This is an optimization exercise on Yosys and OpenROAD, whose aim is small area and a short achievable clock period, not a production implementation.
The RTL was checked by simulation tests, not by an equivalence proof against the original design.
In every run shown here, the design's own scripts or RTL, not TritonCTS, make the clock network.
The clock port is modelled as an ideal driver, which makes a skipped or thinned clock tree look cheaper than it is; a real chip needs a root buffer or a tree.
Power and IR drop assume default switching activity.

==> flow/design.v, too long to show whole: its modules and the start of the top module <==
// module alu: 66 lines
// module row_mux: 3 lines
// module row_mux_or: 3 lines
// module mul_cs: 616 lines
// module csa_fa: 4 lines
// module csa_fx: 4 lines
// module csa_x2: 3 lines
// module csa_or: 3 lines
// module booth_row2: 4 lines
// module booth_row4: 4 lines
// module booth_row6: 4 lines
// module booth_row8: 4 lines
// module booth_row10: 4 lines
// module booth_row12: 4 lines
// module booth_row14: 4 lines
// module booth_row16: 4 lines
// module booth_row18: 4 lines
// module booth_row20: 4 lines
// module booth_row22: 4 lines
// module booth_row24: 4 lines
// module booth_row26: 4 lines
// module booth_row28: 4 lines
// module booth_row30: 4 lines
// module booth_row32: 4 lines
// module csa_xn: 3 lines
// module pfx_add: 540 lines
// module pfx_nand: 3 lines
// module pfx_nor: 3 lines
// module pfx_xnor: 3 lines
// module pfx_inv: 3 lines
// module pfx_aoi: 3 lines
// module pfx_oai: 3 lines
module alu #(parameter DATA_WIDTH = 32, OP = 3)
(
    input wire start,
    input wire clk,
    input wire reset_n,
    input wire [DATA_WIDTH - 1 : 0] A,
    input wire [DATA_WIDTH - 1 : 0] B,
    input wire [OP - 1 : 0] op,
    output wire [DATA_WIDTH - 1 : 0] result,
    output reg done
);
  // ...
==> flow/flow/run.sh <==
#!/bin/bash
# The standard layout flow (standard.sh: ORFS with the standard flow's config and standard synthesis),
# with these changes:
#  - after floorplan, prep.tcl sets combinational cells to drive strength 1 (and gives
#    registers with a large fanout a stronger drive), so that the resizer, which sees the
#    placement, chooses the sizes;
#  - the ports are buffered with buf_2 cells (ORFS would pick clkdlybuf4s50_1 delay cells);
#  - the clock tree is two levels of clkbuf_16 buffers: 4 driven by the clock port, 8 leaf
#    buffers each at the centre of a group of registers (clock_tree.tcl, run by ORFS's cts
#    step in place of TritonCTS);
#  - repair_timing aims at a setup slack margin of 5 ns.
set -e
export BUFFER_PORTS_ARGS="-buffer_cell sky130_fd_sc_hd__buf_2"
export PRE_CTS_TCL=$(pwd)/flow/clock_tree.tcl
export CLK_GROUPS=8
export CLK_ROOTS=4
bash standard.sh SETUP_SLACK_MARGIN=5 floorplan > standard_floorplan.log 2>&1
ODB_IN=$(ls -d orfs/results/*/alu/base)/2_floorplan.odb FLOP_FANOUT=8 openroad -no_splash -exit flow/prep.tcl > prep.log 2>&1
bash standard.sh SETUP_SLACK_MARGIN=5 finish > standard.log 2>&1
==> flow/flow/clock_tree.tcl <==
# Clock tree built directly, in two levels: the clock port drives CLK_ROOTS clkbuf_16
# buffers, which drive CLK_GROUPS clkbuf_16 leaf buffers, each placed at the centre of one
# group of registers (the registers split by position) and driving that group's clock pins.
# Used in place of TritonCTS through the PRE_CTS_TCL hook of ORFS's cts step; the rest of the
# step (placement legalization, timing repair) runs as usual.
rename clock_tree_synthesis __orfs_clock_tree_synthesis
proc split_groups {items n} {
  set groups [list $items]
  set axis 0
  while {[llength $groups] < $n} {
    set new {}
    foreach g $groups {
      set g [lsort -integer -index $axis $g]
      set h [expr {[llength $g] / 2}]
      lappend new [lrange $g 0 [expr {$h - 1}]] [lrange $g $h end]
    }
    set groups $new
    set axis [expr {1 - $axis}]
  }
  return $groups
}
proc centre {g} {
  set sx 0; set sy 0
  foreach s $g { incr sx [lindex $s 0]; incr sy [lindex $s 1] }
  return [list [expr {$sx / [llength $g]}] [expr {$sy / [llength $g]}]]
}
proc clock_tree_synthesis {args} {
  set block [ord::get_db_block]
  set bufm [[ord::get_db] findMaster sky130_fd_sc_hd__clkbuf_16]
  set clknet [$block findNet clk]
  set sinks {}
  foreach it [$clknet getITerms] {
    set bb [[$it getInst] getBBox]
    lappend sinks [list [expr {([$bb xMin] + [$bb xMax]) / 2}] [expr {([$bb yMin] + [$bb yMax]) / 2}] $it]
  }
  # leaf buffers
  set leaves {}
  set i 0
  foreach g [split_groups $sinks $::env(CLK_GROUPS)] {
    lassign [centre $g] cx cy
    set buf [odb::dbInst_create $block $bufm "clkbuf_leaf_$i"]
    $buf setLocation $cx $cy
    $buf setPlacementStatus PLACED
    set net [odb::dbNet_create $block "clknet_leaf_$i"]
    $net setSigType CLOCK
    [$buf findITerm X] connect $net
    foreach s $g {
      set it [lindex $s 2]
      $it disconnect
      $it connect $net
    }
    lappend leaves [list $cx $cy [$buf findITerm A]]
    puts "clock leaf $i: [llength $g] registers at $cx $cy"
    incr i
  }
  # root buffers, driven by the clock port
  set i 0
  foreach g [split_groups $leaves $::env(CLK_ROOTS)] {
    lassign [centre $g] cx cy
    set buf [odb::dbInst_create $block $bufm "clkbuf_root_$i"]
    $buf setLocation $cx $cy
    $buf setPlacementStatus PLACED
    set net [odb::dbNet_create $block "clknet_root_$i"]
    $net setSigType CLOCK
    [$buf findITerm A] connect $clknet
    [$buf findITerm X] connect $net
    foreach s $g { [lindex $s 2] connect $net }
    puts "clock root $i: [llength $g] leaf buffers at $cx $cy"
    incr i
  }
  $clknet setSigType CLOCK
  global_connect
}
==> flow/flow/prep.tcl <==
# Set every combinational cell that synthesis gave a larger drive strength back to its
# drive-1 version; placement's repair_design and repair_timing then size cells for the
# actual loads and wires. Registers and other sequential cells are left as they are.
read_db $::env(ODB_IN)
set db [ord::get_db]
set n 0
foreach inst [[ord::get_db_block] getInsts] {
  set m [$inst getMaster]
  set name [$m getName]
  if {[$m isSequential]} { continue }
  if {[regexp {^(sky130_fd_sc_hd__[a-z0-9]+)_([0-9]+)$} $name -> base size] && $size > 1} {
    if {[string match "*df*" $base] || [string match "*dl*" $base] || [string match "*clk*" $base]} { continue }
    set new [$db findMaster ${base}_1]
    if {$new ne "NULL"} {
      $inst swapMaster $new
      incr n
    }
  }
}
puts "downsized $n instances"
write_db $::env(ODB_IN)
==> flow/standard.sh <==
#!/bin/bash
# synth_recipe.tcl (not shown) runs the flow's synth.tcl, then flattens the netlist and writes it again
# the make line also repeats each setting of config.mk as NAME=value (left out here)
make -C /OpenROAD-flow-scripts/flow DESIGN_CONFIG=/design/flow/config.mk WORK_HOME=/design/flow/orfs CLKGATE_MAP_FILE= SYNTH_SCRIPT=/design/flow/synth_recipe.tcl "${@:-finish}"
==> flow/config.mk <==
export PLATFORM = sky130hd
export DESIGN_NAME = alu
export DESIGN_NICKNAME = alu
export VERILOG_FILES = /design/flow/design.v
export SDC_FILE = /design/flow/constraint.sdc
export NUM_CORES = 4
export LEC_CHECK = 0
export CAP_MARGIN = 20
export CORE_MARGIN = 2
export CORE_UTILIZATION = 45
export SETUP_SLACK_MARGIN = 5
export SLEW_MARGIN = 20
export SYNTH_HIERARCHICAL = 1
export SYNTH_MINIMUM_KEEP_SIZE = 0
==> flow/constraint.sdc <==
create_clock -name core_clock -period 9.5 [get_ports {clk}]
set_input_delay 1.9000 -clock core_clock [delete_from_list [all_inputs] [get_ports {clk}]]
set_output_delay 1.9000 -clock core_clock [all_outputs]
set_load 0.01 [all_outputs]
==> impl_metrics.ini, run 1 <==
[synth]
yosysUniqueCellTypes = 42
synth_area_leaders = fa_1 (22%), xnor2_1 (19%), dfxtp_1 (17%)
yosys.area.top_type = fa_1
yosysMostFrequentCell = xnor2_1
synthArstFlopShare_pct = 1.32

[outcome]
status = complete, no violations

[clocking]
cts_resized = 0
clk_pin_slew_ps = 90

[global_routing]
globalRouteTotalUtil_pct = 27.7
grtUsageMet2_pct = 44.5
grt.overflow.total = 0
grt_pass1_wl_mm = 87.7

[timing]
finalSetupViolCount = 0
rsz0062_at_grt = true
clock.fmax_mhz = 229
fin_ws_ps = 5130
timing.final.crit_period_ps = 4370

[floorplanning]
fp.dieH_um = 203
core_sq_um = 38800
tap_cells = 518
floorplan.initialDensity_pct = 45.7

[final_layout]
seq_share_pct = 17.4
layout.area.top_class = multi-input gates
multi_input_area_share_pct = 71.8
reg.largest.list = a_r: 32 flops, x_r: 32 flops, y_r: 32 flops
n_antenna_cell = 0

[job]
max_cap_viol_count = 0

[power]
top_power_group = combinational logic
power_frac_seq_pct = 11.8
internal_power_w = 0.00396

[place]
dp.cells = 2308
place_congestion = 0.950

[worst_setup_path]
r2r_cells = 10
critPathLaunch = x_r[9]
cp_slowest_cell = xnor2_1
critPathArrivalTime_ps = 2470
worstPathMaxFanout = 4

[route]
wl_met1_mm = 23.2
routed_wl_mm = 57.7
wl_met3_mm = 5.47

[min_path]
min_path_type = reg -> reg
==> module pfx_add, before the edit <==
module pfx_add (input wire [31:0] x, input wire [31:0] y, input wire cinn, input wire lt,
                output wire [31:0] s);
  wire [31:0] gn, pn;
  genvar gi;
  generate for (gi = 0; gi < 32; gi = gi + 1) begin : bitgp
    pfx_nand u_g (.a(x[gi]), .b(y[gi]), .y(gn[gi]));
    pfx_xnor u_p (.a(x[gi]), .b(y[gi]), .y(pn[gi]));
  end endgenerate
  wire G0_0;
  pfx_oai u_G0_0 (.gn(gn[0]), .pn(pn[0]), .gln(cinn), .y(G0_0));
  wire G0_1;
  pfx_oai u_G0_1 (.gn(gn[1]), .pn(pn[1]), .gln(gn[0]), .y(G0_1));
  wire P0_1;
  pfx_nor u_P0_1 (.a(pn[1]), .b(pn[0]), .y(P0_1));
  wire G0_2;
  pfx_oai u_G0_2 (.gn(gn[2]), .pn(pn[2]), .gln(gn[1]), .y(G0_2));
  wire P0_2;
  pfx_nor u_P0_2 (.a(pn[2]), .b(pn[1]), .y(P0_2));
  wire G0_3;
  pfx_oai u_G0_3 (.gn(gn[3]), .pn(pn[3]), .gln(gn[2]), .y(G0_3));
  wire P0_3;
  pfx_nor u_P0_3 (.a(pn[3]), .b(pn[2]), .y(P0_3));
  wire G0_4;
  pfx_oai u_G0_4 (.gn(gn[4]), .pn(pn[4]), .gln(gn[3]), .y(G0_4));
  wire P0_4;
  pfx_nor u_P0_4 (.a(pn[4]), .b(pn[3]), .y(P0_4));
  wire G0_5;
  pfx_oai u_G0_5 (.gn(gn[5]), .pn(pn[5]), .gln(gn[4]), .y(G0_5));
  wire P0_5;
  pfx_nor u_P0_5 (.a(pn[5]), .b(pn[4]), .y(P0_5));
  wire G0_6;
  pfx_oai u_G0_6 (.gn(gn[6]), .pn(pn[6]), .gln(gn[5]), .y(G0_6));
  wire P0_6;
  pfx_nor u_P0_6 (.a(pn[6]), .b(pn[5]), .y(P0_6));
  wire G0_7;
  pfx_oai u_G0_7 (.gn(gn[7]), .pn(pn[7]), .gln(gn[6]), .y(G0_7));
  wire P0_7;
  pfx_nor u_P0_7 (.a(pn[7]), .b(pn[6]), .y(P0_7));
  wire G0_8;
  pfx_oai u_G0_8 (.gn(gn[8]), .pn(pn[8]), .gln(gn[7]), .y(G0_8));
  wire P0_8;
  pfx_nor u_P0_8 (.a(pn[8]), .b(pn[7]), .y(P0_8));
  wire G0_9;
  pfx_oai u_G0_9 (.gn(gn[9]), .pn(pn[9]), .gln(gn[8]), .y(G0_9));
  wire P0_9;
  pfx_nor u_P0_9 (.a(pn[9]), .b(pn[8]), .y(P0_9));
  wire G0_10;
  pfx_oai u_G0_10 (.gn(gn[10]), .pn(pn[10]), .gln(gn[9]), .y(G0_10));
  wire P0_10;
  pfx_nor u_P0_10 (.a(pn[10]), .b(pn[9]), .y(P0_10));
  wire G0_11;
  pfx_oai u_G0_11 (.gn(gn[11]), .pn(pn[11]), .gln(gn[10]), .y(G0_11));
  wire P0_11;
  pfx_nor u_P0_11 (.a(pn[11]), .b(pn[10]), .y(P0_11));
  wire G0_12;
  pfx_oai u_G0_12 (.gn(gn[12]), .pn(pn[12]), .gln(gn[11]), .y(G0_12));
  wire P0_12;
  pfx_nor u_P0_12 (.a(pn[12]), .b(pn[11]), .y(P0_12));
  wire G0_13;
  pfx_oai u_G0_13 (.gn(gn[13]), .pn(pn[13]), .gln(gn[12]), .y(G0_13));
  wire P0_13;
  pfx_nor u_P0_13 (.a(pn[13]), .b(pn[12]), .y(P0_13));
  wire G0_14;
  pfx_oai u_G0_14 (.gn(gn[14]), .pn(pn[14]), .gln(gn[13]), .y(G0_14));
  wire P0_14;
  pfx_nor u_P0_14 (.a(pn[14]), .b(pn[13]), .y(P0_14));
  wire G0_15;
  pfx_oai u_G0_15 (.gn(gn[15]), .pn(pn[15]), .gln(gn[14]), .y(G0_15));
  wire P0_15;
  pfx_nor u_P0_15 (.a(pn[15]), .b(pn[14]), .y(P0_15));
  wire G0_16;
  pfx_oai u_G0_16 (.gn(gn[16]), .pn(pn[16]), .gln(gn[15]), .y(G0_16));
  wire P0_16;
  pfx_nor u_P0_16 (.a(pn[16]), .b(pn[15]), .y(P0_16));
  wire G0_17;
  pfx_oai u_G0_17 (.gn(gn[17]), .pn(pn[17]), .gln(gn[16]), .y(G0_17));
  wire P0_17;
  pfx_nor u_P0_17 (.a(pn[17]), .b(pn[16]), .y(P0_17));
  wire G0_18;
  pfx_oai u_G0_18 (.gn(gn[18]), .pn(pn[18]), .gln(gn[17]), .y(G0_18));
  wire P0_18;
  pfx_nor u_P0_18 (.a(pn[18]), .b(pn[17]), .y(P0_18));
  wire G0_19;
  pfx_oai u_G0_19 (.gn(gn[19]), .pn(pn[19]), .gln(gn[18]), .y(G0_19));
  wire P0_19;
  pfx_nor u_P0_19 (.a(pn[19]), .b(pn[18]), .y(P0_19));
  wire G0_20;
  pfx_oai u_G0_20 (.gn(gn[20]), .pn(pn[20]), .gln(gn[19]), .y(G0_20));
  wire P0_20;
  pfx_nor u_P0_20 (.a(pn[20]), .b(pn[19]), .y(P0_20));
  wire G0_21;
  pfx_oai u_G0_21 (.gn(gn[21]), .pn(pn[21]), .gln(gn[20]), .y(G0_21));
  wire P0_21;
  pfx_nor u_P0_21 (.a(pn[21]), .b(pn[20]), .y(P0_21));
  wire G0_22;
  pfx_oai u_G0_22 (.gn(gn[22]), .pn(pn[22]), .gln(gn[21]), .y(G0_22));
  wire P0_22;
  pfx_nor u_P0_22 (.a(pn[22]), .b(pn[21]), .y(P0_22));
  wire G0_23;
  pfx_oai u_G0_23 (.gn(gn[23]), .pn(pn[23]), .gln(gn[22]), .y(G0_23));
  wire P0_23;
  pfx_nor u_P0_23 (.a(pn[23]), .b(pn[22]), .y(P0_23));
  wire G0_24;
  pfx_oai u_G0_24 (.gn(gn[24]), .pn(pn[24]), .gln(gn[23]), .y(G0_24));
  wire P0_24;
  pfx_nor u_P0_24 (.a(pn[24]), .b(pn[23]), .y(P0_24));
  wire G0_25;
  pfx_oai u_G0_25 (.gn(gn[25]), .pn(pn[25]), .gln(gn[24]), .y(G0_25));
  wire P0_25;
  pfx_nor u_P0_25 (.a(pn[25]), .b(pn[24]), .y(P0_25));
  wire G0_26;
  pfx_oai u_G0_26 (.gn(gn[26]), .pn(pn[26]), .gln(gn[25]), .y(G0_26));
  wire P0_26;
  pfx_nor u_P0_26 (.a(pn[26]), .b(pn[25]), .y(P0_26));
  wire G0_27;
  pfx_oai u_G0_27 (.gn(gn[27]), .pn(pn[27]), .gln(gn[26]), .y(G0_27));
  wire P0_27;
  pfx_nor u_P0_27 (.a(pn[27]), .b(pn[26]), .y(P0_27));
  wire G0_28;
  pfx_oai u_G0_28 (.gn(gn[28]), .pn(pn[28]), .gln(gn[27]), .y(G0_28));
  wire P0_28;
  pfx_nor u_P0_28 (.a(pn[28]), .b(pn[27]), .y(P0_28));
  wire G0_29;
  pfx_oai u_G0_29 (.gn(gn[29]), .pn(pn[29]), .gln(gn[28]), .y(G0_29));
  wire P0_29;
  pfx_nor u_P0_29 (.a(pn[29]), .b(pn[28]), .y(P0_29));
  wire G0_30;
  pfx_oai u_G0_30 (.gn(gn[30]), .pn(pn[30]), .gln(gn[29]), .y(G0_30));
  wire P0_30;
  pfx_nor u_P0_30 (.a(pn[30]), .b(pn[29]), .y(P0_30));
  wire G0_31;
  pfx_oai u_G0_31 (.gn(gn[31]), .pn(pn[31]), .gln(gn[30]), .y(G0_31));
  wire P0_31;
  pfx_nor u_P0_31 (.a(pn[31]), .b(pn[30]), .y(P0_31));
  wire iv1;
  pfx_inv u_iv1 (.a(cinn), .y(iv1));
  wire G1_1;
  pfx_aoi u_G1_1 (.g(G0_1), .p(P0_1), .gl(iv1), .y(G1_1));
  wire G1_2;
  pfx_aoi u_G1_2 (.g(G0_2), .p(P0_2), .gl(G0_0), .y(G1_2));
  wire G1_3;
  pfx_aoi u_G1_3 (.g(G0_3), .p(P0_3), .gl(G0_1), .y(G1_3));
  wire P1_3;
  pfx_nand u_P1_3 (.a(P0_3), .b(P0_1), .y(P1_3));
  wire G1_4;
  pfx_aoi u_G1_4 (.g(G0_4), .p(P0_4), .gl(G0_2), .y(G1_4));
  wire P1_4;
  pfx_nand u_P1_4 (.a(P0_4), .b(P0_2), .y(P1_4));
  wire G1_5;
  pfx_aoi u_G1_5 (.g(G0_5), .p(P0_5), .gl(G0_3), .y(G1_5));
  wire P1_5;
  pfx_nand u_P1_5 (.a(P0_5), .b(P0_3), .y(P1_5));
  wire G1_6;
  pfx_aoi u_G1_6 (.g(G0_6), .p(P0_6), .gl(G0_4), .y(G1_6));
  wire P1_6;
  pfx_nand u_P1_6 (.a(P0_6), .b(P0_4), .y(P1_6));
  wire G1_7;
  pfx_aoi u_G1_7 (.g(G0_7), .p(P0_7), .gl(G0_5), .y(G1_7));
  wire P1_7;
  pfx_nand u_P1_7 (.a(P0_7), .b(P0_5), .y(P1_7));
  wire G1_8;
  pfx_aoi u_G1_8 (.g(G0_8), .p(P0_8), .gl(G0_6), .y(G1_8));
  wire P1_8;
  pfx_nand u_P1_8 (.a(P0_8), .b(P0_6), .y(P1_8));
  wire G1_9;
  pfx_aoi u_G1_9 (.g(G0_9), .p(P0_9), .gl(G0_7), .y(G1_9));
  wire P1_9;
  pfx_nand u_P1_9 (.a(P0_9), .b(P0_7), .y(P1_9));
  wire G1_10;
  pfx_aoi u_G1_10 (.g(G0_10), .p(P0_10), .gl(G0_8), .y(G1_10));
  wire P1_10;
  pfx_nand u_P1_10 (.a(P0_10), .b(P0_8), .y(P1_10));
  wire G1_11;
  pfx_aoi u_G1_11 (.g(G0_11), .p(P0_11), .gl(G0_9), .y(G1_11));
  wire P1_11;
  pfx_nand u_P1_11 (.a(P0_11), .b(P0_9), .y(P1_11));
  wire G1_12;
  pfx_aoi u_G1_12 (.g(G0_12), .p(P0_12), .gl(G0_10), .y(G1_12));
  wire P1_12;
  pfx_nand u_P1_12 (.a(P0_12), .b(P0_10), .y(P1_12));
  wire G1_13;
  pfx_aoi u_G1_13 (.g(G0_13), .p(P0_13), .gl(G0_11), .y(G1_13));
  wire P1_13;
  pfx_nand u_P1_13 (.a(P0_13), .b(P0_11), .y(P1_13));
  wire G1_14;
  pfx_aoi u_G1_14 (.g(G0_14), .p(P0_14), .gl(G0_12), .y(G1_14));
  wire P1_14;
  pfx_nand u_P1_14 (.a(P0_14), .b(P0_12), .y(P1_14));
  wire G1_15;
  pfx_aoi u_G1_15 (.g(G0_15), .p(P0_15), .gl(G0_13), .y(G1_15));
  wire P1_15;
  pfx_nand u_P1_15 (.a(P0_15), .b(P0_13), .y(P1_15));
  wire G1_16;
  pfx_aoi u_G1_16 (.g(G0_16), .p(P0_16), .gl(G0_14), .y(G1_16));
  wire P1_16;
  pfx_nand u_P1_16 (.a(P0_16), .b(P0_14), .y(P1_16));
  wire G1_17;
  pfx_aoi u_G1_17 (.g(G0_17), .p(P0_17), .gl(G0_15), .y(G1_17));
  wire P1_17;
  pfx_nand u_P1_17 (.a(P0_17), .b(P0_15), .y(P1_17));
  wire G1_18;
  pfx_aoi u_G1_18 (.g(G0_18), .p(P0_18), .gl(G0_16), .y(G1_18));
  wire P1_18;
  pfx_nand u_P1_18 (.a(P0_18), .b(P0_16), .y(P1_18));
  wire G1_19;
  pfx_aoi u_G1_19 (.g(G0_19), .p(P0_19), .gl(G0_17), .y(G1_19));
  wire P1_19;
  pfx_nand u_P1_19 (.a(P0_19), .b(P0_17), .y(P1_19));
  wire G1_20;
  pfx_aoi u_G1_20 (.g(G0_20), .p(P0_20), .gl(G0_18), .y(G1_20));
  wire P1_20;
  pfx_nand u_P1_20 (.a(P0_20), .b(P0_18), .y(P1_20));
  wire G1_21;
  pfx_aoi u_G1_21 (.g(G0_21), .p(P0_21), .gl(G0_19), .y(G1_21));
  wire P1_21;
  pfx_nand u_P1_21 (.a(P0_21), .b(P0_19), .y(P1_21));
  wire G1_22;
  pfx_aoi u_G1_22 (.g(G0_22), .p(P0_22), .gl(G0_20), .y(G1_22));
  wire P1_22;
  pfx_nand u_P1_22 (.a(P0_22), .b(P0_20), .y(P1_22));
  wire G1_23;
  pfx_aoi u_G1_23 (.g(G0_23), .p(P0_23), .gl(G0_21), .y(G1_23));
  wire P1_23;
  pfx_nand u_P1_23 (.a(P0_23), .b(P0_21), .y(P1_23));
  wire G1_24;
  pfx_aoi u_G1_24 (.g(G0_24), .p(P0_24), .gl(G0_22), .y(G1_24));
  wire P1_24;
  pfx_nand u_P1_24 (.a(P0_24), .b(P0_22), .y(P1_24));
  wire G1_25;
  pfx_aoi u_G1_25 (.g(G0_25), .p(P0_25), .gl(G0_23), .y(G1_25));
  wire P1_25;
  pfx_nand u_P1_25 (.a(P0_25), .b(P0_23), .y(P1_25));
  wire G1_26;
  pfx_aoi u_G1_26 (.g(G0_26), .p(P0_26), .gl(G0_24), .y(G1_26));
  wire P1_26;
  pfx_nand u_P1_26 (.a(P0_26), .b(P0_24), .y(P1_26));
  wire G1_27;
  pfx_aoi u_G1_27 (.g(G0_27), .p(P0_27), .gl(G0_25), .y(G1_27));
  wire P1_27;
  pfx_nand u_P1_27 (.a(P0_27), .b(P0_25), .y(P1_27));
  wire G1_28;
  pfx_aoi u_G1_28 (.g(G0_28), .p(P0_28), .gl(G0_26), .y(G1_28));
  wire P1_28;
  pfx_nand u_P1_28 (.a(P0_28), .b(P0_26), .y(P1_28));
  wire G1_29;
  pfx_aoi u_G1_29 (.g(G0_29), .p(P0_29), .gl(G0_27), .y(G1_29));
  wire P1_29;
  pfx_nand u_P1_29 (.a(P0_29), .b(P0_27), .y(P1_29));
  wire G1_30;
  pfx_aoi u_G1_30 (.g(G0_30), .p(P0_30), .gl(G0_28), .y(G1_30));
  wire P1_30;
  pfx_nand u_P1_30 (.a(P0_30), .b(P0_28), .y(P1_30));
  wire G1_31;
  pfx_aoi u_G1_31 (.g(G0_31), .p(P0_31), .gl(G0_29), .y(G1_31));
  wire P1_31;
  pfx_nand u_P1_31 (.a(P0_31), .b(P0_29), .y(P1_31));
  wire G2_3;
  pfx_oai u_G2_3 (.gn(G1_3), .pn(P1_3), .gln(cinn), .y(G2_3));
  wire iv2;
  pfx_inv u_iv2 (.a(G0_0), .y(iv2));
  wire G2_4;
  pfx_oai u_G2_4 (.gn(G1_4), .pn(P1_4), .gln(iv2), .y(G2_4));
  wire G2_5;
  pfx_oai u_G2_5 (.gn(G1_5), .pn(P1_5), .gln(G1_1), .y(G2_5));
  wire G2_6;
  pfx_oai u_G2_6 (.gn(G1_6), .pn(P1_6), .gln(G1_2), .y(G2_6));
  wire G2_7;
  pfx_oai u_G2_7 (.gn(G1_7), .pn(P1_7), .gln(G1_3), .y(G2_7));
  wire P2_7;
  pfx_nor u_P2_7 (.a(P1_7), .b(P1_3), .y(P2_7));
  wire G2_8;
  pfx_oai u_G2_8 (.gn(G1_8), .pn(P1_8), .gln(G1_4), .y(G2_8));
  wire P2_8;
  pfx_nor u_P2_8 (.a(P1_8), .b(P1_4), .y(P2_8));
  wire G2_9;
  pfx_oai u_G2_9 (.gn(G1_9), .pn(P1_9), .gln(G1_5), .y(G2_9));
  wire P2_9;
  pfx_nor u_P2_9 (.a(P1_9), .b(P1_5), .y(P2_9));
  wire G2_10;
  pfx_oai u_G2_10 (.gn(G1_10), .pn(P1_10), .gln(G1_6), .y(G2_10));
  wire P2_10;
  pfx_nor u_P2_10 (.a(P1_10), .b(P1_6), .y(P2_10));
  wire G2_11;
  pfx_oai u_G2_11 (.gn(G1_11), .pn(P1_11), .gln(G1_7), .y(G2_11));
  wire P2_11;
  pfx_nor u_P2_11 (.a(P1_11), .b(P1_7), .y(P2_11));
  wire G2_12;
  pfx_oai u_G2_12 (.gn(G1_12), .pn(P1_12), .gln(G1_8), .y(G2_12));
  wire P2_12;
  pfx_nor u_P2_12 (.a(P1_12), .b(P1_8), .y(P2_12));
  wire G2_13;
  pfx_oai u_G2_13 (.gn(G1_13), .pn(P1_13), .gln(G1_9), .y(G2_13));
  wire P2_13;
  pfx_nor u_P2_13 (.a(P1_13), .b(P1_9), .y(P2_13));
  wire G2_14;
  pfx_oai u_G2_14 (.gn(G1_14), .pn(P1_14), .gln(G1_10), .y(G2_14));
  wire P2_14;
  pfx_nor u_P2_14 (.a(P1_14), .b(P1_10), .y(P2_14));
  wire G2_15;
  pfx_oai u_G2_15 (.gn(G1_15), .pn(P1_15), .gln(G1_11), .y(G2_15));
  wire P2_15;
  pfx_nor u_P2_15 (.a(P1_15), .b(P1_11), .y(P2_15));
  wire G2_16;
  pfx_oai u_G2_16 (.gn(G1_16), .pn(P1_16), .gln(G1_12), .y(G2_16));
  wire P2_16;
  pfx_nor u_P2_16 (.a(P1_16), .b(P1_12), .y(P2_16));
  wire G2_17;
  pfx_oai u_G2_17 (.gn(G1_17), .pn(P1_17), .gln(G1_13), .y(G2_17));
  wire P2_17;
  pfx_nor u_P2_17 (.a(P1_17), .b(P1_13), .y(P2_17));
  wire G2_18;
  pfx_oai u_G2_18 (.gn(G1_18), .pn(P1_18), .gln(G1_14), .y(G2_18));
  wire P2_18;
  pfx_nor u_P2_18 (.a(P1_18), .b(P1_14), .y(P2_18));
  wire G2_19;
  pfx_oai u_G2_19 (.gn(G1_19), .pn(P1_19), .gln(G1_15), .y(G2_19));
  wire P2_19;
  pfx_nor u_P2_19 (.a(P1_19), .b(P1_15), .y(P2_19));
  wire G2_20;
  pfx_oai u_G2_20 (.gn(G1_20), .pn(P1_20), .gln(G1_16), .y(G2_20));
  wire P2_20;
  pfx_nor u_P2_20 (.a(P1_20), .b(P1_16), .y(P2_20));
  wire G2_21;
  pfx_oai u_G2_21 (.gn(G1_21), .pn(P1_21), .gln(G1_17), .y(G2_21));
  wire P2_21;
  pfx_nor u_P2_21 (.a(P1_21), .b(P1_17), .y(P2_21));
  wire G2_22;
  pfx_oai u_G2_22 (.gn(G1_22), .pn(P1_22), .gln(G1_18), .y(G2_22));
  wire P2_22;
  pfx_nor u_P2_22 (.a(P1_22), .b(P1_18), .y(P2_22));
  wire G2_23;
  pfx_oai u_G2_23 (.gn(G1_23), .pn(P1_23), .gln(G1_19), .y(G2_23));
  wire P2_23;
  pfx_nor u_P2_23 (.a(P1_23), .b(P1_19), .y(P2_23));
  wire G2_24;
  pfx_oai u_G2_24 (.gn(G1_24), .pn(P1_24), .gln(G1_20), .y(G2_24));
  wire P2_24;
  pfx_nor u_P2_24 (.a(P1_24), .b(P1_20), .y(P2_24));
  wire G2_25;
  pfx_oai u_G2_25 (.gn(G1_25), .pn(P1_25), .gln(G1_21), .y(G2_25));
  wire P2_25;
  pfx_nor u_P2_25 (.a(P1_25), .b(P1_21), .y(P2_25));
  wire G2_26;
  pfx_oai u_G2_26 (.gn(G1_26), .pn(P1_26), .gln(G1_22), .y(G2_26));
  wire P2_26;
  pfx_nor u_P2_26 (.a(P1_26), .b(P1_22), .y(P2_26));
  wire G2_27;
  pfx_oai u_G2_27 (.gn(G1_27), .pn(P1_27), .gln(G1_23), .y(G2_27));
  wire P2_27;
  pfx_nor u_P2_27 (.a(P1_27), .b(P1_23), .y(P2_27));
  wire G2_28;
  pfx_oai u_G2_28 (.gn(G1_28), .pn(P1_28), .gln(G1_24), .y(G2_28));
  wire P2_28;
  pfx_nor u_P2_28 (.a(P1_28), .b(P1_24), .y(P2_28));
  wire G2_29;
  pfx_oai u_G2_29 (.gn(G1_29), .pn(P1_29), .gln(G1_25), .y(G2_29));
  wire P2_29;
  pfx_nor u_P2_29 (.a(P1_29), .b(P1_25), .y(P2_29));
  wire G2_30;
  pfx_oai u_G2_30 (.gn(G1_30), .pn(P1_30), .gln(G1_26), .y(G2_30));
  wire P2_30;
  pfx_nor u_P2_30 (.a(P1_30), .b(P1_26), .y(P2_30));
  wire G2_31;
  pfx_oai u_G2_31 (.gn(G1_31), .pn(P1_31), .gln(G1_27), .y(G2_31));
  wire P2_31;
  pfx_nor u_P2_31 (.a(P1_31), .b(P1_27), .y(P2_31));
  wire iv3;
  pfx_inv u_iv3 (.a(cinn), .y(iv3));
  wire G3_7;
  pfx_aoi u_G3_7 (.g(G2_7), .p(P2_7), .gl(iv3), .y(G3_7));
  wire G3_8;
  pfx_aoi u_G3_8 (.g(G2_8), .p(P2_8), .gl(G0_0), .y(G3_8));
  wire iv4;
  pfx_inv u_iv4 (.a(G1_1), .y(iv4));
  wire G3_9;
  pfx_aoi u_G3_9 (.g(G2_9), .p(P2_9), .gl(iv4), .y(G3_9));
  wire iv5;
  pfx_inv u_iv5 (.a(G1_2), .y(iv5));
  wire G3_10;
  pfx_aoi u_G3_10 (.g(G2_10), .p(P2_10), .gl(iv5), .y(G3_10));
  wire G3_11;
  pfx_aoi u_G3_11 (.g(G2_11), .p(P2_11), .gl(G2_3), .y(G3_11));
  wire G3_12;
  pfx_aoi u_G3_12 (.g(G2_12), .p(P2_12), .gl(G2_4), .y(G3_12));
  wire G3_13;
  pfx_aoi u_G3_13 (.g(G2_13), .p(P2_13), .gl(G2_5), .y(G3_13));
  wire G3_14;
  pfx_aoi u_G3_14 (.g(G2_14), .p(P2_14), .gl(G2_6), .y(G3_14));
  wire G3_15;
  pfx_aoi u_G3_15 (.g(G2_15), .p(P2_15), .gl(G2_7), .y(G3_15));
  wire P3_15;
  pfx_nand u_P3_15 (.a(P2_15), .b(P2_7), .y(P3_15));
  wire G3_16;
  pfx_aoi u_G3_16 (.g(G2_16), .p(P2_16), .gl(G2_8), .y(G3_16));
  wire P3_16;
  pfx_nand u_P3_16 (.a(P2_16), .b(P2_8), .y(P3_16));
  wire G3_17;
  pfx_aoi u_G3_17 (.g(G2_17), .p(P2_17), .gl(G2_9), .y(G3_17));
  wire P3_17;
  pfx_nand u_P3_17 (.a(P2_17), .b(P2_9), .y(P3_17));
  wire G3_18;
  pfx_aoi u_G3_18 (.g(G2_18), .p(P2_18), .gl(G2_10), .y(G3_18));
  wire P3_18;
  pfx_nand u_P3_18 (.a(P2_18), .b(P2_10), .y(P3_18));
  wire G3_19;
  pfx_aoi u_G3_19 (.g(G2_19), .p(P2_19), .gl(G2_11), .y(G3_19));
  wire P3_19;
  pfx_nand u_P3_19 (.a(P2_19), .b(P2_11), .y(P3_19));
  wire G3_20;
  pfx_aoi u_G3_20 (.g(G2_20), .p(P2_20), .gl(G2_12), .y(G3_20));
  wire P3_20;
  pfx_nand u_P3_20 (.a(P2_20), .b(P2_12), .y(P3_20));
  wire G3_21;
  pfx_aoi u_G3_21 (.g(G2_21), .p(P2_21), .gl(G2_13), .y(G3_21));
  wire P3_21;
  pfx_nand u_P3_21 (.a(P2_21), .b(P2_13), .y(P3_21));
  wire G3_22;
  pfx_aoi u_G3_22 (.g(G2_22), .p(P2_22), .gl(G2_14), .y(G3_22));
  wire P3_22;
  pfx_nand u_P3_22 (.a(P2_22), .b(P2_14), .y(P3_22));
  wire G3_23;
  pfx_aoi u_G3_23 (.g(G2_23), .p(P2_23), .gl(G2_15), .y(G3_23));
  wire P3_23;
  pfx_nand u_P3_23 (.a(P2_23), .b(P2_15), .y(P3_23));
  wire G3_24;
  pfx_aoi u_G3_24 (.g(G2_24), .p(P2_24), .gl(G2_16), .y(G3_24));
  wire P3_24;
  pfx_nand u_P3_24 (.a(P2_24), .b(P2_16), .y(P3_24));
  wire G3_25;
  pfx_aoi u_G3_25 (.g(G2_25), .p(P2_25), .gl(G2_17), .y(G3_25));
  wire P3_25;
  pfx_nand u_P3_25 (.a(P2_25), .b(P2_17), .y(P3_25));
  wire G3_26;
  pfx_aoi u_G3_26 (.g(G2_26), .p(P2_26), .gl(G2_18), .y(G3_26));
  wire P3_26;
  pfx_nand u_P3_26 (.a(P2_26), .b(P2_18), .y(P3_26));
  wire G3_27;
  pfx_aoi u_G3_27 (.g(G2_27), .p(P2_27), .gl(G2_19), .y(G3_27));
  wire P3_27;
  pfx_nand u_P3_27 (.a(P2_27), .b(P2_19), .y(P3_27));
  wire G3_28;
  pfx_aoi u_G3_28 (.g(G2_28), .p(P2_28), .gl(G2_20), .y(G3_28));
  wire P3_28;
  pfx_nand u_P3_28 (.a(P2_28), .b(P2_20), .y(P3_28));
  wire G3_29;
  pfx_aoi u_G3_29 (.g(G2_29), .p(P2_29), .gl(G2_21), .y(G3_29));
  wire P3_29;
  pfx_nand u_P3_29 (.a(P2_29), .b(P2_21), .y(P3_29));
  wire G3_30;
  pfx_aoi u_G3_30 (.g(G2_30), .p(P2_30), .gl(G2_22), .y(G3_30));
  wire P3_30;
  pfx_nand u_P3_30 (.a(P2_30), .b(P2_22), .y(P3_30));
  wire G3_31;
  pfx_aoi u_G3_31 (.g(G2_31), .p(P2_31), .gl(G2_23), .y(G3_31));
  wire P3_31;
  pfx_nand u_P3_31 (.a(P2_31), .b(P2_23), .y(P3_31));
  wire G4_15;
  pfx_oai u_G4_15 (.gn(G3_15), .pn(P3_15), .gln(cinn), .y(G4_15));
  wire iv6;
  pfx_inv u_iv6 (.a(G0_0), .y(iv6));
  wire G4_16;
  pfx_oai u_G4_16 (.gn(G3_16), .pn(P3_16), .gln(iv6), .y(G4_16));
  wire G4_17;
  pfx_oai u_G4_17 (.gn(G3_17), .pn(P3_17), .gln(G1_1), .y(G4_17));
  wire G4_18;
  pfx_oai u_G4_18 (.gn(G3_18), .pn(P3_18), .gln(G1_2), .y(G4_18));
  wire iv7;
  pfx_inv u_iv7 (.a(G2_3), .y(iv7));
  wire G4_19;
  pfx_oai u_G4_19 (.gn(G3_19), .pn(P3_19), .gln(iv7), .y(G4_19));
  wire iv8;
  pfx_inv u_iv8 (.a(G2_4), .y(iv8));
  wire G4_20;
  pfx_oai u_G4_20 (.gn(G3_20), .pn(P3_20), .gln(iv8), .y(G4_20));
  wire iv9;
  pfx_inv u_iv9 (.a(G2_5), .y(iv9));
  wire G4_21;
  pfx_oai u_G4_21 (.gn(G3_21), .pn(P3_21), .gln(iv9), .y(G4_21));
  wire iv10;
  pfx_inv u_iv10 (.a(G2_6), .y(iv10));
  wire G4_22;
  pfx_oai u_G4_22 (.gn(G3_22), .pn(P3_22), .gln(iv10), .y(G4_22));
  wire G4_23;
  pfx_oai u_G4_23 (.gn(G3_23), .pn(P3_23), .gln(G3_7), .y(G4_23));
  wire G4_24;
  pfx_oai u_G4_24 (.gn(G3_24), .pn(P3_24), .gln(G3_8), .y(G4_24));
  wire G4_25;
  pfx_oai u_G4_25 (.gn(G3_25), .pn(P3_25), .gln(G3_9), .y(G4_25));
  wire G4_26;
  pfx_oai u_G4_26 (.gn(G3_26), .pn(P3_26), .gln(G3_10), .y(G4_26));
  wire G4_27;
  pfx_oai u_G4_27 (.gn(G3_27), .pn(P3_27), .gln(G3_11), .y(G4_27));
  wire G4_28;
  pfx_oai u_G4_28 (.gn(G3_28), .pn(P3_28), .gln(G3_12), .y(G4_28));
  wire G4_29;
  pfx_oai u_G4_29 (.gn(G3_29), .pn(P3_29), .gln(G3_13), .y(G4_29));
  wire G4_30;
  pfx_oai u_G4_30 (.gn(G3_30), .pn(P3_30), .gln(G3_14), .y(G4_30));
  wire G4_31;
  pfx_oai u_G4_31 (.gn(G3_31), .pn(P3_31), .gln(G3_15), .y(G4_31));
  wire P4_31;
  pfx_nor u_P4_31 (.a(P3_31), .b(P3_15), .y(P4_31));
  wire iv11;
  pfx_inv u_iv11 (.a(cinn), .y(iv11));
  wire G5_31;
  pfx_aoi u_G5_31 (.g(G4_31), .p(P4_31), .gl(iv11), .y(G5_31));
  wire cout = ~G5_31;
  assign s[0] = lt ? ~cout : (~pn[0] ^ ~cinn);
  assign s[1] = ~lt & (~pn[1] ^ G0_0);
  assign s[2] = ~lt & (~pn[2] ^ ~G1_1);
  assign s[3] = ~lt & (~pn[3] ^ ~G1_2);
  assign s[4] = ~lt & (~pn[4] ^ G2_3);
  assign s[5] = ~lt & (~pn[5] ^ G2_4);
  assign s[6] = ~lt & (~pn[6] ^ G2_5);
  assign s[7] = ~lt & (~pn[7] ^ G2_6);
  assign s[8] = ~lt & (~pn[8] ^ ~G3_7);
  assign s[9] = ~lt & (~pn[9] ^ ~G3_8);
  assign s[10] = ~lt & (~pn[10] ^ ~G3_9);
  assign s[11] = ~lt & (~pn[11] ^ ~G3_10);
  assign s[12] = ~lt & (~pn[12] ^ ~G3_11);
  assign s[13] = ~lt & (~pn[13] ^ ~G3_12);
  assign s[14] = ~lt & (~pn[14] ^ ~G3_13);
  assign s[15] = ~lt & (~pn[15] ^ ~G3_14);
  assign s[16] = ~lt & (~pn[16] ^ G4_15);
  assign s[17] = ~lt & (~pn[17] ^ G4_16);
  assign s[18] = ~lt & (~pn[18] ^ G4_17);
  assign s[19] = ~lt & (~pn[19] ^ G4_18);
  assign s[20] = ~lt & (~pn[20] ^ G4_19);
  assign s[21] = ~lt & (~pn[21] ^ G4_20);
  assign s[22] = ~lt & (~pn[22] ^ G4_21);
  assign s[23] = ~lt & (~pn[23] ^ G4_22);
  assign s[24] = ~lt & (~pn[24] ^ G4_23);
  assign s[25] = ~lt & (~pn[25] ^ G4_24);
  assign s[26] = ~lt & (~pn[26] ^ G4_25);
  assign s[27] = ~lt & (~pn[27] ^ G4_26);
  assign s[28] = ~lt & (~pn[28] ^ G4_27);
  assign s[29] = ~lt & (~pn[29] ^ G4_28);
  assign s[30] = ~lt & (~pn[30] ^ G4_29);
  assign s[31] = ~lt & (~pn[31] ^ G4_30);
endmodule
==> run 2: changes to the inputs <==
--- a/flow/design.v
+++ b/flow/design.v
@@ -771,3 +771,3 @@
                 output wire [31:0] s);
-  wire [31:0] gn, pn;
+  wire [31:0] gn, pn, tn;
   genvar gi;
@@ -776,129 +776,130 @@
     pfx_xnor u_p (.a(x[gi]), .b(y[gi]), .y(pn[gi]));
+    pfx_nor u_t (.a(x[gi]), .b(y[gi]), .y(tn[gi]));
   end endgenerate
   wire G0_0;
-  pfx_oai u_G0_0 (.gn(gn[0]), .pn(pn[0]), .gln(cinn), .y(G0_0));
+  pfx_oai u_G0_0 (.gn(gn[0]), .pn(tn[0]), .gln(cinn), .y(G0_0));
   wire G0_1;
-  pfx_oai u_G0_1 (.gn(gn[1]), .pn(pn[1]), .gln(gn[0]), .y(G0_1));
+  pfx_oai u_G0_1 (.gn(gn[1]), .pn(tn[1]), .gln(gn[0]), .y(G0_1));
   wire P0_1;
-  pfx_nor u_P0_1 (.a(pn[1]), .b(pn[0]), .y(P0_1));
+  pfx_nor u_P0_1 (.a(tn[1]), .b(tn[0]), .y(P0_1));
   wire G0_2;
-  pfx_oai u_G0_2 (.gn(gn[2]), .pn(pn[2]), .gln(gn[1]), .y(G0_2));
+  pfx_oai u_G0_2 (.gn(gn[2]), .pn(tn[2]), .gln(gn[1]), .y(G0_2));
   wire P0_2;
-  pfx_nor u_P0_2 (.a(pn[2]), .b(pn[1]), .y(P0_2));
+  pfx_nor u_P0_2 (.a(tn[2]), .b(tn[1]), .y(P0_2));
   wire G0_3;
-  pfx_oai u_G0_3 (.gn(gn[3]), .pn(pn[3]), .gln(gn[2]), .y(G0_3));
+  pfx_oai u_G0_3 (.gn(gn[3]), .pn(tn[3]), .gln(gn[2]), .y(G0_3));
   wire P0_3;
-  pfx_nor u_P0_3 (.a(pn[3]), .b(pn[2]), .y(P0_3));
+  pfx_nor u_P0_3 (.a(tn[3]), .b(tn[2]), .y(P0_3));
   wire G0_4;
-  pfx_oai u_G0_4 (.gn(gn[4]), .pn(pn[4]), .gln(gn[3]), .y(G0_4));
+  pfx_oai u_G0_4 (.gn(gn[4]), .pn(tn[4]), .gln(gn[3]), .y(G0_4));
   wire P0_4;
-  pfx_nor u_P0_4 (.a(pn[4]), .b(pn[3]), .y(P0_4));
+  pfx_nor u_P0_4 (.a(tn[4]), .b(tn[3]), .y(P0_4));
   wire G0_5;
-  pfx_oai u_G0_5 (.gn(gn[5]), .pn(pn[5]), .gln(gn[4]), .y(G0_5));
+  pfx_oai u_G0_5 (.gn(gn[5]), .pn(tn[5]), .gln(gn[4]), .y(G0_5));
   wire P0_5;
-  pfx_nor u_P0_5 (.a(pn[5]), .b(pn[4]), .y(P0_5));
+  pfx_nor u_P0_5 (.a(tn[5]), .b(tn[4]), .y(P0_5));
   wire G0_6;
-  pfx_oai u_G0_6 (.gn(gn[6]), .pn(pn[6]), .gln(gn[5]), .y(G0_6));
+  pfx_oai u_G0_6 (.gn(gn[6]), .pn(tn[6]), .gln(gn[5]), .y(G0_6));
   wire P0_6;
-  pfx_nor u_P0_6 (.a(pn[6]), .b(pn[5]), .y(P0_6));
+  pfx_nor u_P0_6 (.a(tn[6]), .b(tn[5]), .y(P0_6));
   wire G0_7;
-  pfx_oai u_G0_7 (.gn(gn[7]), .pn(pn[7]), .gln(gn[6]), .y(G0_7));
+  pfx_oai u_G0_7 (.gn(gn[7]), .pn(tn[7]), .gln(gn[6]), .y(G0_7));
   wire P0_7;
-  pfx_nor u_P0_7 (.a(pn[7]), .b(pn[6]), .y(P0_7));
+  pfx_nor u_P0_7 (.a(tn[7]), .b(tn[6]), .y(P0_7));
   wire G0_8;
-  pfx_oai u_G0_8 (.gn(gn[8]), .pn(pn[8]), .gln(gn[7]), .y(G0_8));
+  pfx_oai u_G0_8 (.gn(gn[8]), .pn(tn[8]), .gln(gn[7]), .y(G0_8));
   wire P0_8;
-  pfx_nor u_P0_8 (.a(pn[8]), .b(pn[7]), .y(P0_8));
+  pfx_nor u_P0_8 (.a(tn[8]), .b(tn[7]), .y(P0_8));
   wire G0_9;
-  pfx_oai u_G0_9 (.gn(gn[9]), .pn(pn[9]), .gln(gn[8]), .y(G0_9));
+  pfx_oai u_G0_9 (.gn(gn[9]), .pn(tn[9]), .gln(gn[8]), .y(G0_9));
   wire P0_9;
-  pfx_nor u_P0_9 (.a(pn[9]), .b(pn[8]), .y(P0_9));
+  pfx_nor u_P0_9 (.a(tn[9]), .b(tn[8]), .y(P0_9));
   wire G0_10;
-  pfx_oai u_G0_10 (.gn(gn[10]), .pn(pn[10]), .gln(gn[9]), .y(G0_10));
+  pfx_oai u_G0_10 (.gn(gn[10]), .pn(tn[10]), .gln(gn[9]), .y(G0_10));
   wire P0_10;
-  pfx_nor u_P0_10 (.a(pn[10]), .b(pn[9]), .y(P0_10));
+  pfx_nor u_P0_10 (.a(tn[10]), .b(tn[9]), .y(P0_10));
   wire G0_11;
-  pfx_oai u_G0_11 (.gn(gn[11]), .pn(pn[11]), .gln(gn[10]), .y(G0_11));
+  pfx_oai u_G0_11 (.gn(gn[11]), .pn(tn[11]), .gln(gn[10]), .y(G0_11));
   wire P0_11;
-  pfx_nor u_P0_11 (.a(pn[11]), .b(pn[10]), .y(P0_11));
+  pfx_nor u_P0_11 (.a(tn[11]), .b(tn[10]), .y(P0_11));
   wire G0_12;
-  pfx_oai u_G0_12 (.gn(gn[12]), .pn(pn[12]), .gln(gn[11]), .y(G0_12));
+  pfx_oai u_G0_12 (.gn(gn[12]), .pn(tn[12]), .gln(gn[11]), .y(G0_12));
   wire P0_12;
-  pfx_nor u_P0_12 (.a(pn[12]), .b(pn[11]), .y(P0_12));
+  pfx_nor u_P0_12 (.a(tn[12]), .b(tn[11]), .y(P0_12));
   wire G0_13;
-  pfx_oai u_G0_13 (.gn(gn[13]), .pn(pn[13]), .gln(gn[12]), .y(G0_13));
+  pfx_oai u_G0_13 (.gn(gn[13]), .pn(tn[13]), .gln(gn[12]), .y(G0_13));
   wire P0_13;
-  pfx_nor u_P0_13 (.a(pn[13]), .b(pn[12]), .y(P0_13));
+  pfx_nor u_P0_13 (.a(tn[13]), .b(tn[12]), .y(P0_13));
   wire G0_14;
-  pfx_oai u_G0_14 (.gn(gn[14]), .pn(pn[14]), .gln(gn[13]), .y(G0_14));
+  pfx_oai u_G0_14 (.gn(gn[14]), .pn(tn[14]), .gln(gn[13]), .y(G0_14));
   wire P0_14;
-  pfx_nor u_P0_14 (.a(pn[14]), .b(pn[13]), .y(P0_14));
+  pfx_nor u_P0_14 (.a(tn[14]), .b(tn[13]), .y(P0_14));
   wire G0_15;
-  pfx_oai u_G0_15 (.gn(gn[15]), .pn(pn[15]), .gln(gn[14]), .y(G0_15));
+  pfx_oai u_G0_15 (.gn(gn[15]), .pn(tn[15]), .gln(gn[14]), .y(G0_15));
   wire P0_15;
-  pfx_nor u_P0_15 (.a(pn[15]), .b(pn[14]), .y(P0_15));
+  pfx_nor u_P0_15 (.a(tn[15]), .b(tn[14]), .y(P0_15));
   wire G0_16;
-  pfx_oai u_G0_16 (.gn(gn[16]), .pn(pn[16]), .gln(gn[15]), .y(G0_16));
+  pfx_oai u_G0_16 (.gn(gn[16]), .pn(tn[16]), .gln(gn[15]), .y(G0_16));
   wire P0_16;
-  pfx_nor u_P0_16 (.a(pn[16]), .b(pn[15]), .y(P0_16));
+  pfx_nor u_P0_16 (.a(tn[16]), .b(tn[15]), .y(P0_16));
   wire G0_17;
-  pfx_oai u_G0_17 (.gn(gn[17]), .pn(pn[17]), .gln(gn[16]), .y(G0_17));
+  pfx_oai u_G0_17 (.gn(gn[17]), .pn(tn[17]), .gln(gn[16]), .y(G0_17));
   wire P0_17;
-  pfx_nor u_P0_17 (.a(pn[17]), .b(pn[16]), .y(P0_17));
+  pfx_nor u_P0_17 (.a(tn[17]), .b(tn[16]), .y(P0_17));
   wire G0_18;
-  pfx_oai u_G0_18 (.gn(gn[18]), .pn(pn[18]), .gln(gn[17]), .y(G0_18));
+  pfx_oai u_G0_18 (.gn(gn[18]), .pn(tn[18]), .gln(gn[17]), .y(G0_18));
   wire P0_18;
-  pfx_nor u_P0_18 (.a(pn[18]), .b(pn[17]), .y(P0_18));
+  pfx_nor u_P0_18 (.a(tn[18]), .b(tn[17]), .y(P0_18));
   wire G0_19;
-  pfx_oai u_G0_19 (.gn(gn[19]), .pn(pn[19]), .gln(gn[18]), .y(G0_19));
+  pfx_oai u_G0_19 (.gn(gn[19]), .pn(tn[19]), .gln(gn[18]), .y(G0_19));
   wire P0_19;
-  pfx_nor u_P0_19 (.a(pn[19]), .b(pn[18]), .y(P0_19));
+  pfx_nor u_P0_19 (.a(tn[19]), .b(tn[18]), .y(P0_19));
   wire G0_20;
-  pfx_oai u_G0_20 (.gn(gn[20]), .pn(pn[20]), .gln(gn[19]), .y(G0_20));
+  pfx_oai u_G0_20 (.gn(gn[20]), .pn(tn[20]), .gln(gn[19]), .y(G0_20));
   wire P0_20;
-  pfx_nor u_P0_20 (.a(pn[20]), .b(pn[19]), .y(P0_20));
+  pfx_nor u_P0_20 (.a(tn[20]), .b(tn[19]), .y(P0_20));
   wire G0_21;
-  pfx_oai u_G0_21 (.gn(gn[21]), .pn(pn[21]), .gln(gn[20]), .y(G0_21));
+  pfx_oai u_G0_21 (.gn(gn[21]), .pn(tn[21]), .gln(gn[20]), .y(G0_21));
   wire P0_21;
-  pfx_nor u_P0_21 (.a(pn[21]), .b(pn[20]), .y(P0_21));
+  pfx_nor u_P0_21 (.a(tn[21]), .b(tn[20]), .y(P0_21));
   wire G0_22;
-  pfx_oai u_G0_22 (.gn(gn[22]), .pn(pn[22]), .gln(gn[21]), .y(G0_22));
+  pfx_oai u_G0_22 (.gn(gn[22]), .pn(tn[22]), .gln(gn[21]), .y(G0_22));
   wire P0_22;
-  pfx_nor u_P0_22 (.a(pn[22]), .b(pn[21]), .y(P0_22));
+  pfx_nor u_P0_22 (.a(tn[22]), .b(tn[21]), .y(P0_22));
   wire G0_23;
-  pfx_oai u_G0_23 (.gn(gn[23]), .pn(pn[23]), .gln(gn[22]), .y(G0_23));
+  pfx_oai u_G0_23 (.gn(gn[23]), .pn(tn[23]), .gln(gn[22]), .y(G0_23));
   wire P0_23;
-  pfx_nor u_P0_23 (.a(pn[23]), .b(pn[22]), .y(P0_23));
+  pfx_nor u_P0_23 (.a(tn[23]), .b(tn[22]), .y(P0_23));
   wire G0_24;
-  pfx_oai u_G0_24 (.gn(gn[24]), .pn(pn[24]), .gln(gn[23]), .y(G0_24));
+  pfx_oai u_G0_24 (.gn(gn[24]), .pn(tn[24]), .gln(gn[23]), .y(G0_24));
   wire P0_24;
-  pfx_nor u_P0_24 (.a(pn[24]), .b(pn[23]), .y(P0_24));
+  pfx_nor u_P0_24 (.a(tn[24]), .b(tn[23]), .y(P0_24));
   wire G0_25;
-  pfx_oai u_G0_25 (.gn(gn[25]), .pn(pn[25]), .gln(gn[24]), .y(G0_25));
+  pfx_oai u_G0_25 (.gn(gn[25]), .pn(tn[25]), .gln(gn[24]), .y(G0_25));
   wire P0_25;
-  pfx_nor u_P0_25 (.a(pn[25]), .b(pn[24]), .y(P0_25));
+  pfx_nor u_P0_25 (.a(tn[25]), .b(tn[24]), .y(P0_25));
   wire G0_26;
-  pfx_oai u_G0_26 (.gn(gn[26]), .pn(pn[26]), .gln(gn[25]), .y(G0_26));
+  pfx_oai u_G0_26 (.gn(gn[26]), .pn(tn[26]), .gln(gn[25]), .y(G0_26));
   wire P0_26;
-  pfx_nor u_P0_26 (.a(pn[26]), .b(pn[25]), .y(P0_26));
+  pfx_nor u_P0_26 (.a(tn[26]), .b(tn[25]), .y(P0_26));
   wire G0_27;
-  pfx_oai u_G0_27 (.gn(gn[27]), .pn(pn[27]), .gln(gn[26]), .y(G0_27));
+  pfx_oai u_G0_27 (.gn(gn[27]), .pn(tn[27]), .gln(gn[26]), .y(G0_27));
   wire P0_27;
-  pfx_nor u_P0_27 (.a(pn[27]), .b(pn[26]), .y(P0_27));
+  pfx_nor u_P0_27 (.a(tn[27]), .b(tn[26]), .y(P0_27));
   wire G0_28;
-  pfx_oai u_G0_28 (.gn(gn[28]), .pn(pn[28]), .gln(gn[27]), .y(G0_28));
+  pfx_oai u_G0_28 (.gn(gn[28]), .pn(tn[28]), .gln(gn[27]), .y(G0_28));
   wire P0_28;
-  pfx_nor u_P0_28 (.a(pn[28]), .b(pn[27]), .y(P0_28));
+  pfx_nor u_P0_28 (.a(tn[28]), .b(tn[27]), .y(P0_28));
   wire G0_29;
-  pfx_oai u_G0_29 (.gn(gn[29]), .pn(pn[29]), .gln(gn[28]), .y(G0_29));
+  pfx_oai u_G0_29 (.gn(gn[29]), .pn(tn[29]), .gln(gn[28]), .y(G0_29));
   wire P0_29;
-  pfx_nor u_P0_29 (.a(pn[29]), .b(pn[28]), .y(P0_29));
+  pfx_nor u_P0_29 (.a(tn[29]), .b(tn[28]), .y(P0_29));
   wire G0_30;
-  pfx_oai u_G0_30 (.gn(gn[30]), .pn(pn[30]), .gln(gn[29]), .y(G0_30));
+  pfx_oai u_G0_30 (.gn(gn[30]), .pn(tn[30]), .gln(gn[29]), .y(G0_30));
   wire P0_30;
-  pfx_nor u_P0_30 (.a(pn[30]), .b(pn[29]), .y(P0_30));
+  pfx_nor u_P0_30 (.a(tn[30]), .b(tn[29]), .y(P0_30));
   wire G0_31;
-  pfx_oai u_G0_31 (.gn(gn[31]), .pn(pn[31]), .gln(gn[30]), .y(G0_31));
+  pfx_oai u_G0_31 (.gn(gn[31]), .pn(tn[31]), .gln(gn[30]), .y(G0_31));
   wire P0_31;
-  pfx_nor u_P0_31 (.a(pn[31]), .b(pn[30]), .y(P0_31));
+  pfx_nor u_P0_31 (.a(tn[31]), .b(tn[30]), .y(P0_31));
   wire iv1;
--- a/flow/flow/run.sh
+++ b/flow/flow/run.sh
@@ -10,3 +10,3 @@
 #    step in place of TritonCTS);
-#  - repair_timing aims at a setup slack margin of 5 ns.
+#  - repair_timing aims at a setup slack margin of 5.1 ns.
 set -e
@@ -16,4 +16,4 @@
 export CLK_ROOTS=4
-bash standard.sh SETUP_SLACK_MARGIN=5 floorplan > standard_floorplan.log 2>&1
+bash standard.sh SETUP_SLACK_MARGIN=5.1 floorplan > standard_floorplan.log 2>&1
 ODB_IN=$(ls -d orfs/results/*/alu/base)/2_floorplan.odb FLOP_FANOUT=8 openroad -no_splash -exit flow/prep.tcl > prep.log 2>&1
-bash standard.sh SETUP_SLACK_MARGIN=5 finish > standard.log 2>&1
+bash standard.sh SETUP_SLACK_MARGIN=5.1 finish > standard.log 2>&1
==> flow/flow/prep.tcl (replaced) <==
# Runs on the floorplan database, before placement:
#  1. every combinational cell that synthesis gave a larger drive strength is set back to
#     its drive-1 version; the resizer, which sees the placement, sizes cells afterwards;
#  2. registers whose output drives more than FLOP_FANOUT pins get the drive-4 version of
#     their cell (same cell type, larger drive strength).
read_db $::env(ODB_IN)
set db [ord::get_db]
set block [ord::get_db_block]
set n 0
set f 0
foreach inst [$block getInsts] {
  set m [$inst getMaster]
  set name [$m getName]
  if {[$m isSequential]} {
    if {[regexp {^(sky130_fd_sc_hd__dfxtp)_([0-9]+)$} $name -> base size]} {
      set q [$inst findITerm Q]
      set net [$q getNet]
      if {$net ne "NULL" && [llength [$net getITerms]] - 1 > $::env(FLOP_FANOUT)} {
        $inst swapMaster [$db findMaster ${base}_4]
        incr f
      }
    }
    continue
  }
  if {[regexp {^(sky130_fd_sc_hd__[a-z0-9]+)_([0-9]+)$} $name -> base size] && $size > 1} {
    if {[string match "*df*" $base] || [string match "*dl*" $base] || [string match "*clk*" $base]} { continue }
    set new [$db findMaster ${base}_1]
    if {$new ne "NULL"} { $inst swapMaster $new; incr n }
  }
}
puts "downsized $n instances, upsized $f registers"
write_db $::env(ODB_IN)
==> run 2 against run 1 <==
Effect of this change:
- sequential cell count is the same
- total power shrank 1.1%
- design area grew 0.26%
- fmax grew 0.93%
- worst hold slack gained 17 ps
- via count grew 0.82%
==> impl_metrics.ini, run 2 <==
[global_routing]
grt_max_degree = 70
met1_usage_pct = 36.1
grt_pass1_vias = 14624
met3_usage_pct = 5.24
antenna_found_initial = 0
grt.busiest_layer = met2
grt_pass1_wl_mm = 88.6
globalRouteTotalUtil_pct = 27.7
grtUsageMet2_pct = 45.5
grt.overflow.total = 0

[synth]
syn_nets = 2052
ys_ff_latch = 151
synthArstFlopShare_pct = 1.32
ys.flop_type = dfxtp_1
synth_top_area_share_pct = 22.0
yosysMostFrequentCell = xnor2_1
yosysSeqAreaShare_pct = 17.0
syn_inst = 1786
yosys.area.top_type = fa_1
syn_area_sq_um = 17900
synth_commonest_cells = xnor2_1 (389), fa_1 (196), nand2_1 (155)
postSynthAreaPerCell_sq_um = 10.0
synth_edf_count = 0
yosysUniqueCellTypes = 42
synth_area_leaders = fa_1 (22%), xnor2_1 (19%), dfxtp_1 (17%)
yosysWarnings = 7

[power]
power_leakage_nw = 6.19
power.total_w = 0.00756
power_density_nw_per_um2 = 429
comb_power_share_pct = 81.4
p_switching_w = 0.00360
power_frac_seq_pct = 12.9
pwr-share-clk_pct = 5.7
internal_power_w = 0.00396
swShare_pct = 47.6
vdd_drop_max_mv = 0.425

[outcome]
status = complete, no violations

[route]
drtPass1Iterations = 6
routedWlPerCell_um = 24.7
drtAntennaViolNets = 0
drt_iter0_drc = 1404
vias_per_cell = 6.07
drc = 0
num_vias = 14201
routed_wl_mm = 57.8

[final_layout]
n_fill_cell = 3813
layout_common_cells = xnor2_1 (389), a22oi_1 (256), fa_1 (196)
final_net_count = 2088
layout-drive-gt1-share_pct = 10.2
final_common_cell = xnor2_1
n_antenna_cell = 0
area_growth_pct = -1.48
fin_area_sq_um = 17600
reg.largest.list = a_r: 32 flops, x_r: 32 flops, y_r: 32 flops

[floorplanning]
rows = 72
core_sq_um = 38900
dieArea_sq_um = 41300
fp.dieH_um = 203
floorplan.initialDensity_pct = 45.9
io-pin-count = 103
fp.dieW_um = 203

[worst_setup_path]
r2r_cells = 10
critPathLaunch = x_r[9]
r2r-start = a_r[3]
critPathArrivalTime_ps = 2430
critPathBufInv = 1
cp.required_ps = 7600
r2r_end = y_r[29]
rrSetupSlack_ps = 5250
worstPathMaxFanout = 3
cp_slowest_cell = dfxtp_1
path_delay_family = simple AND/OR/NAND/NOR gates
critPathKind = reg -> out
cp.depth = 9
crit_path_max_incr_delay_ps = 380
path_common_cell = nor2_1
worstSetupEndpointType = output port
worstSetupStartpointType = flip-flop
crit_chain = nor2_1, nor2_1, nand2_1, nor2_1, nand2_1, o21ai_1, xor2_1, nor2_1, buf_2

[timing]
skew_ps = 28.8
timing.final.crit_period_ps = 4330
finalCritPeriodShare_pct = 45.6
finalSetupViolCount = 0
setup-tns-final_ps = 0
maxSlewViolCount = 0
hold_ws_ps = 366
rsz0062_at_grt = true
relSlewSlack_pct = 43.0
hold_viol = 0
clock.fmax_mhz = 231
worst_pin_slew_ps = 854

[min_path]
whs_path_depth = 0
hold_path_end = done
min_path_type = reg -> reg
hold_path_startpoint = done_reg

[clocking]
clock_latency_ps = 300
cts_resized = 0
postCtsSetupBuffers = 0
clk_pin_slew_ps = 90
cts_hold_buf = 0

[place]
port_buffers = 102
place_congestion = 0.938
place_hpwl_mm = 39.9
dpl_cell_area_sq_um = 17300

[job]
max_cap_viol_count = 0
-- run 2: per-stage QoR --
step           instances  util [%]  worst slack, ps
2_1_floorplan       1786         -             5130
3_3_place_gp        2326      44.4             5220
3_5_place_dp        2326      44.4             5180
4_1_cts             2338      45.2             5180
5_1_grt             2338      45.2             5010
6_report            2338      45.2             5170
-- run 2: worst max path at each step --
stage	to	slack, ps
after floorplan	y_r[30]	5130
after global placement	y_r[30]	5220
after detailed placement	y_r[30]	5180
after CTS	y_r[30]	5180
after global routing	result[31]	5010
final	result[17]	5170
-- run 2: power by group through the flow --
stage               combinational [W]  sequential, W  clock [W]
floorplan                     0.00523       0.000897          0
global placement              0.00603       0.000975          0
detailed placement            0.00613       0.000980          0
CTS                           0.00614       0.000981   0.000341
global route                  0.00678       0.000991   0.000466
finish                        0.00616       0.000974   0.000430
-- run 2: kinds of logic (layout without fill, tap and decap cells) --
family,count (synthesis),in the layout,share of synthesized area (%)
simple gates,324,324,7.58
compound gates,551,551,26.5
buf+inv,137,171,6.08
fa+ha+maj,196,196,22.0
flops,151,151,17.0
other cells,1,1,0.0210
xor+xnor,426,426,20.9
-- run 2: area by class of cell --
class / instances / area, sq um / area share [%]
buffer: 12 / 300 / 1.71
tap: 518 / 648 / 3.68
timing repair buffer: 131 / 739 / 4.20
sequential: 151 / 3150 / 17.9
inverter: 28 / 105 / 0.597
multi-input combinational: 1498 / 12700 / 71.9
-- run 2: metal layers --
layer,vias to the layer above,wire length [um]
met1,6952,23100
met4,0,2520
met3,176,5640
met5,-,0
met2,850,26500
li1,6223,-
-- run 2: per-module statistics from Yosys, one instance, submodules excluded, a selection --
module / area [sq um] / flip-flops and latches
booth_row16: 369 / 0
booth_row24: 439 / 0
booth_row2: 33.8 / 0
row_mux_or: 12.5 / 0
mul_cs: 3.75 / 0
booth_row28: 654 / 0
booth_row12: 262 / 0

## re-timing with driven ports
How much do the figures lean on ideal ports? The routed layouts below were timed once more, with nothing changed but the port constraints. Step 1, drivers: a clkbuf_16 drives clk and a buf_2 each remaining input, both assumed. Step 2 also shifts input and output timing later by t, the mid clock arrival at the registers, as if the neighbouring blocks saw the same clock. a / b / c = ideal ports / drivers / drivers and shift; a / b = the first two.
run | t (ns) | slack for setup (ns) | cell pins on the clock port's net
run 1 | 0.405 | 5.132 / 5.008 / 5.144 | 4
run 2 | 0.400 | 5.172 / 5.056 / 5.255 | 4
After both steps every run listed still meets setup and hold.
